This is an optimization exercise on Yosys and OpenROAD, whose aim is small area, not a production implementation.
RTL that was checked went through simulation tests only; none was proved equivalent to the original.

## top
module top (
    input  logic       clk,
    input  logic       n_reset,
    input  logic [3:0] filas_raw,
    output logic [6:0] d,
    output logic [3:0] a,
    output logic [3:0] columnas,
    output logic [3:0] led
);
    logic [3:0]  sample;
    logic        ev;
    logic [15:0] cdu;
    logic [1:0]  ai;
    logic [3:0]  w;
    logic        col_move, disp_move;
    timebase tb_i (.clk(clk), .n_reset(n_reset), .col_move(col_move), .disp_move(disp_move));
    lecture lect (.clk(clk), .n_reset(n_reset), .filas_raw(filas_raw), .col_move(col_move),
                  .columnas(columnas), .sample(sample), .ev(ev));
    sume suma (.clk(clk), .n_reset(n_reset), .sample(sample), .ev(ev),
               .cdu(cdu), .debug(led));
    disp_controller controller (.clk(clk), .n_reset(n_reset), .disp_move(disp_move), .ai(ai), .a(a));
    mux mux (.ai(ai), .cdu(cdu), .w(w));
    disp_dec decoder (.w(w), .d(d));
endmodule
==> module timebase, before the edit <==
module timebase (
    input  logic clk,
    input  logic n_reset,
    output logic col_move,
    output logic disp_move
);
    logic [4:0] c27;
    logic [4:0] c19;
    logic [6:0] c100;
    wire e27  = (c27  == 5'b00101);     
    wire e19  = (c19  == 5'b10111);     
    wire e100 = (c100 == 7'b1111010);   
    always_ff @(posedge clk or negedge n_reset) begin
        if (!n_reset) begin
            c27  <= 5'd0;
            c19  <= 5'd0;
            c100 <= 7'd0;
        end else begin
            c27  <= e27  ? 5'd0 : {~c27[3:0], c27[1] ^ c27[4]};
            c19  <= e19  ? 5'd0 : {~c19[3:0], c19[0] ^ c19[4]};
            c100 <= e100 ? 7'd0 : {~c100[5:0], c100[0] ^ c100[6]};
        end
    end
    assign col_move  = e27 & e19;
    assign disp_move = e27 & e100;
endmodule
==> module disp_controller, before the edit <==
module disp_controller (
    input  logic       clk,
    input  logic       n_reset,
    input  logic       disp_move,
    output logic [1:0] ai,
    output logic [3:0] a
);
    always_ff @(posedge clk or negedge n_reset) begin
        if (!n_reset)
            ai <= 2'd0;
        else if (disp_move)
            ai <= ai + 2'd1;
    end
    assign a = 4'b0001 << ai;
endmodule
==> module lecture, before the edit <==
module lecture (
    input  logic       clk,
    input  logic       n_reset,
    input  logic [3:0] filas_raw,
    input  logic       col_move,
    output logic [3:0] columnas,
    output logic [3:0] sample,
    output logic       ev           
);
    logic       cvalid;
    logic [1:0] cidx;
    logic [3:0] db;
    logic [2:0] cl [4];
    columnas_fsm fsm (.clk(clk), .n_reset(n_reset), .col_move(col_move), .cvalid(cvalid), .cidx(cidx), .columnas(columnas));
    genvar g;
    generate
        for (g = 0; g < 4; g++) begin : row
            DeBounce #(.LAST_ROW(g == 0)) db_i (
                .clk(clk), .n_reset(n_reset), .button_in(filas_raw[g]),
                .cvalid(cvalid), .cidx(cidx),
                .DB_out(db[g]), .col(cl[g])
            );
        end
    endgenerate
    logic       one;
    logic [1:0] r;
    logic       v;
    logic [1:0] c;
    logic [3:0] key;
    always_comb begin
        one = 1'b0; r = 2'd0; v = 1'b0; c = 2'd0;
        case (db)
            4'b1000: begin one = 1'b1; r = 2'd0; {v, c} = cl[3]; end
            4'b0100: begin one = 1'b1; r = 2'd1; {v, c} = cl[2]; end
            4'b0010: begin one = 1'b1; r = 2'd2; {v, c} = cl[1]; end
            4'b0001: begin one = 1'b1; r = 2'd3; {v, c} = cl[0]; end
            default: ;
        endcase
        key = 4'b1111;
        if (one && v) begin
            case ({r, c})
                4'b00_00: key = 4'd1;
                4'b00_01: key = 4'd2;
                4'b00_10: key = 4'd3;
                4'b00_11: key = 4'd10;
                4'b01_00: key = 4'd4;
                4'b01_01: key = 4'd5;
                4'b01_10: key = 4'd6;
                4'b01_11: key = 4'd11;
                4'b10_00: key = 4'd7;
                4'b10_01: key = 4'd8;
                4'b10_10: key = 4'd9;
                4'b10_11: key = 4'd12;
                4'b11_00: key = 4'd13;
                4'b11_01: key = 4'd0;
                4'b11_10: key = 4'd14;
                default:  key = 4'b1111;
            endcase
        end
    end
    always_ff @(posedge clk or negedge n_reset) begin
        if (!n_reset) begin
            sample <= 4'b1111;
            ev     <= 1'b0;
        end else begin
            sample <= key;
            ev     <= (key != sample) && (key != 4'b1111);
        end
    end
endmodule
==> module columnas_fsm, before the edit <==
module columnas_fsm (
    input  logic       clk,
    input  logic       n_reset,
    input  logic       col_move,
    output logic       cvalid,
    output logic [1:0] cidx,
    output logic [3:0] columnas
);
    always_ff @(posedge clk or negedge n_reset) begin
        if (!n_reset) begin
            cvalid <= 1'b0;
            cidx   <= 2'd0;
        end else if (col_move) begin
            cvalid <= 1'b1;
            cidx   <= cidx + {1'b0, cvalid};
        end
    end
    assign columnas = cvalid ? (4'b1000 >> cidx) : 4'b0000;
endmodule
==> module top, before the edit <==
module top (
    input  logic       clk,
    input  logic       n_reset,
    input  logic [3:0] filas_raw,
    output logic [6:0] d,
    output logic [3:0] a,
    output logic [3:0] columnas,
    output logic [3:0] led
);
    logic [3:0]  sample;
    logic        ev;
    logic [15:0] cdu;
    logic [1:0]  ai;
    logic [3:0]  w;
    logic        col_move, disp_move;
    timebase tb_i (.clk(clk), .n_reset(n_reset), .col_move(col_move), .disp_move(disp_move));
    lecture lect (.clk(clk), .n_reset(n_reset), .filas_raw(filas_raw), .col_move(col_move),
                  .columnas(columnas), .sample(sample), .ev(ev));
    sume suma (.clk(clk), .n_reset(n_reset), .sample(sample), .ev(ev),
               .cdu(cdu), .debug(led));
    disp_controller controller (.clk(clk), .n_reset(n_reset), .disp_move(disp_move), .ai(ai), .a(a));
    mux mux (.ai(ai), .cdu(cdu), .w(w));
    disp_dec decoder (.w(w), .d(d));
endmodule
==> flow/config.mk <==
export PLATFORM = sky130hd
export DESIGN_NAME = top
export DESIGN_NICKNAME = top
export VERILOG_FILES = /design/flow/design.v
export SDC_FILE = /design/flow/constraint.sdc
export NUM_CORES = 4
export LEC_CHECK = 0
export CAP_MARGIN = 20
export CORE_MARGIN = 2
export CORE_UTILIZATION = 70
export SLEW_MARGIN = 20
==> flow/constraint.sdc <==
create_clock -name core_clock -period 12.0 [get_ports {clk}]
set_input_delay 2.4000 -clock core_clock [delete_from_list [all_inputs] [get_ports {clk}]]
set_output_delay 2.4000 -clock core_clock [all_outputs]
set_load 0.01 [all_outputs]
standard.sh (not shown) runs the stock make flow with config.mk's settings and CLKGATE_MAP_FILE= SYNTH_SCRIPT=/design/flow/synth_recipe.tcl, a recipe that flattens the netlist after the stock synthesis.
==> flow/flow/run.sh <==
#!/bin/bash
# Layout flow: the standard synthesis, then the combinational logic of
# the synthesized netlist is re-mapped by ABC for area (flip-flops untouched,
# same names and cell types), then the standard layout from floorplan on.
set -euo pipefail
HERE=$(pwd)
RES=$HERE/orfs/results/sky130hd/top/base
LIB=$FLOW_HOME/platforms/sky130hd/lib/sky130_fd_sc_hd__tt_025C_1v80.lib

# 1. standard synthesis (netlist only)
bash standard.sh $RES/1_2_yosys.v > synth_standard.log 2>&1
cp $RES/1_2_yosys.v $HERE/std_netlist.v

# 2. re-map combinational logic
SEQ=$(tr '\n' ' ' < flow/seq_cells.txt)
cat > resynth.ys <<EOY
read_liberty -ignore_miss_func $LIB
blackbox $SEQ
read_verilog $HERE/std_netlist.v
hierarchy -top top
flatten
opt -full
abc -liberty $LIB -script $HERE/flow/resynth.abc -dont_use *lpflow* -dont_use *probe* -dont_use *diode* -dont_use *clkdly* -dont_use *dlygate*
opt_clean -purge
hilomap -singleton -hicell sky130_fd_sc_hd__conb_1 HI -locell sky130_fd_sc_hd__conb_1 LO
stat -liberty $LIB
write_verilog -noattr -nohex -nodec $RES/1_2_yosys.v
EOY
yosys -s resynth.ys > resynth.log 2>&1

# 3. standard layout on the re-mapped netlist; clock tree and port buffer
#    choices from flow/cts_args.txt and flow/port_buf.txt
CTS_ARGS_V=$(cat flow/cts_args.txt)
PORT_BUF=$(cat flow/port_buf.txt)
bash standard.sh "CTS_ARGS=$CTS_ARGS_V" "BUFFER_PORTS_ARGS=-buffer_cell $PORT_BUF" finish > layout.log 2>&1
Other scripts of this flow, unchanged in this note and not shown: flow/flow/cts_args.txt, flow/flow/port_buf.txt, flow/flow/resynth.abc, flow/flow/seq_cells.txt
The baseline passed the timing, design-rule and antenna checks.
Rerun with:
--- a/flow/design.v
+++ b/flow/design.v
@@ -96,42 +96,22 @@
     end
 endmodule
-module timebase (
-    input  logic clk,
-    input  logic n_reset,
-    output logic col_move,
-    output logic disp_move
-);
-    logic [4:0] c27;
-    logic [4:0] c19;
-    logic [6:0] c100;
-    wire e27  = (c27  == 5'b00101);     
-    wire e19  = (c19  == 5'b10111);     
-    wire e100 = (c100 == 7'b1111010);   
-    always_ff @(posedge clk or negedge n_reset) begin
-        if (!n_reset) begin
-            c27  <= 5'd0;
-            c19  <= 5'd0;
-            c100 <= 7'd0;
-        end else begin
-            c27  <= e27  ? 5'd0 : {~c27[3:0], c27[1] ^ c27[4]};
-            c19  <= e19  ? 5'd0 : {~c19[3:0], c19[0] ^ c19[4]};
-            c100 <= e100 ? 7'd0 : {~c100[5:0], c100[0] ^ c100[6]};
-        end
-    end
-    assign col_move  = e27 & e19;
-    assign disp_move = e27 & e100;
-endmodule
 module disp_controller (
     input  logic       clk,
     input  logic       n_reset,
-    input  logic       disp_move,
     output logic [1:0] ai,
     output logic [3:0] a
 );
+    logic [11:0] count;
+    wire d_end = (count == 12'b011001100010);
     always_ff @(posedge clk or negedge n_reset) begin
-        if (!n_reset)
-            ai <= 2'd0;
-        else if (disp_move)
-            ai <= ai + 2'd1;
+        if (!n_reset) begin
+            count <= 12'd0;
+            ai    <= 2'd0;
+        end else if (d_end) begin
+            count <= 12'd0;
+            ai    <= ai + 2'd1;
+        end else begin
+            count <= {~count[10:0], count[11] ^ count[0]};
+        end
     end
     assign a = 4'b0001 << ai;
@@ -141,5 +121,4 @@
     input  logic       n_reset,
     input  logic [3:0] filas_raw,
-    input  logic       col_move,
     output logic [3:0] columnas,
     output logic [3:0] sample,
@@ -150,5 +129,5 @@
     logic [3:0] db;
     logic [2:0] cl [4];
-    columnas_fsm fsm (.clk(clk), .n_reset(n_reset), .col_move(col_move), .cvalid(cvalid), .cidx(cidx), .columnas(columnas));
+    columnas_fsm fsm (.clk(clk), .n_reset(n_reset), .cvalid(cvalid), .cidx(cidx), .columnas(columnas));
     genvar g;
     generate
@@ -210,16 +189,21 @@
     input  logic       clk,
     input  logic       n_reset,
-    input  logic       col_move,
     output logic       cvalid,
     output logic [1:0] cidx,
     output logic [3:0] columnas
 );
+    logic [9:0] count;
+    wire c_end = (count == 10'b1110101011);
     always_ff @(posedge clk or negedge n_reset) begin
         if (!n_reset) begin
+            count  <= 10'd0;
             cvalid <= 1'b0;
             cidx   <= 2'd0;
-        end else if (col_move) begin
+        end else if (c_end) begin
+            count  <= 10'd0;
             cvalid <= 1'b1;
             cidx   <= cidx + {1'b0, cvalid};
+        end else begin
+            count  <= {~count[8:0], count[9] ^ count[0]};
         end
     end
@@ -337,11 +321,9 @@
     logic [1:0]  ai;
     logic [3:0]  w;
-    logic        col_move, disp_move;
-    timebase tb_i (.clk(clk), .n_reset(n_reset), .col_move(col_move), .disp_move(disp_move));
-    lecture lect (.clk(clk), .n_reset(n_reset), .filas_raw(filas_raw), .col_move(col_move),
+    lecture lect (.clk(clk), .n_reset(n_reset), .filas_raw(filas_raw),
                   .columnas(columnas), .sample(sample), .ev(ev));
     sume suma (.clk(clk), .n_reset(n_reset), .sample(sample), .ev(ev),
                .cdu(cdu), .debug(led));
-    disp_controller controller (.clk(clk), .n_reset(n_reset), .disp_move(disp_move), .ai(ai), .a(a));
+    disp_controller controller (.clk(clk), .n_reset(n_reset), .ai(ai), .a(a));
     mux mux (.ai(ai), .cdu(cdu), .w(w));
     disp_dec decoder (.w(w), .d(d));
Core utilization fell by 2.0 points.
Synthesized cell count rose by 1.6%.
Wire length fell by 2.2%.
Cell area rose by 1.2%.
Synthesized area rose by 1.8%.
Maximum frequency fell by 17%.
Final cell count rose by 1.4%.
First-iteration DRC count fell by 22%.
The RTL of the second run of this note was laid out without a check of its function.

## afterwards: timing with drivers on the ports
No port has a modelled driver above. Below, the same layouts with a new extraction and two added sets of constraints. Step 1, drivers: a clkbuf_16 drives clk and a buf_2 each remaining input, both assumed. Step 2 moves the port delays by t, midway between the first and last clock arrival at a register: inputs arrive t later, outputs are due t later. That takes back most of the time a late clock gives input paths. Three values: ideal ports, drivers, drivers and shift; two values: the first two.
| run | t (ns) | setup slack, ns | worst setup path after step 2 | worst data-port slew with drivers (ns) |
|---|---|---|---|---|
| the first run | 0.457 | 5.378 / 5.378 / 5.378 | register to register | 0.03 |
| the second run | 0.469 | 3.998 / 3.998 / 3.998 | register to register | 0.04 |
After both steps every run listed still meets setup and hold.
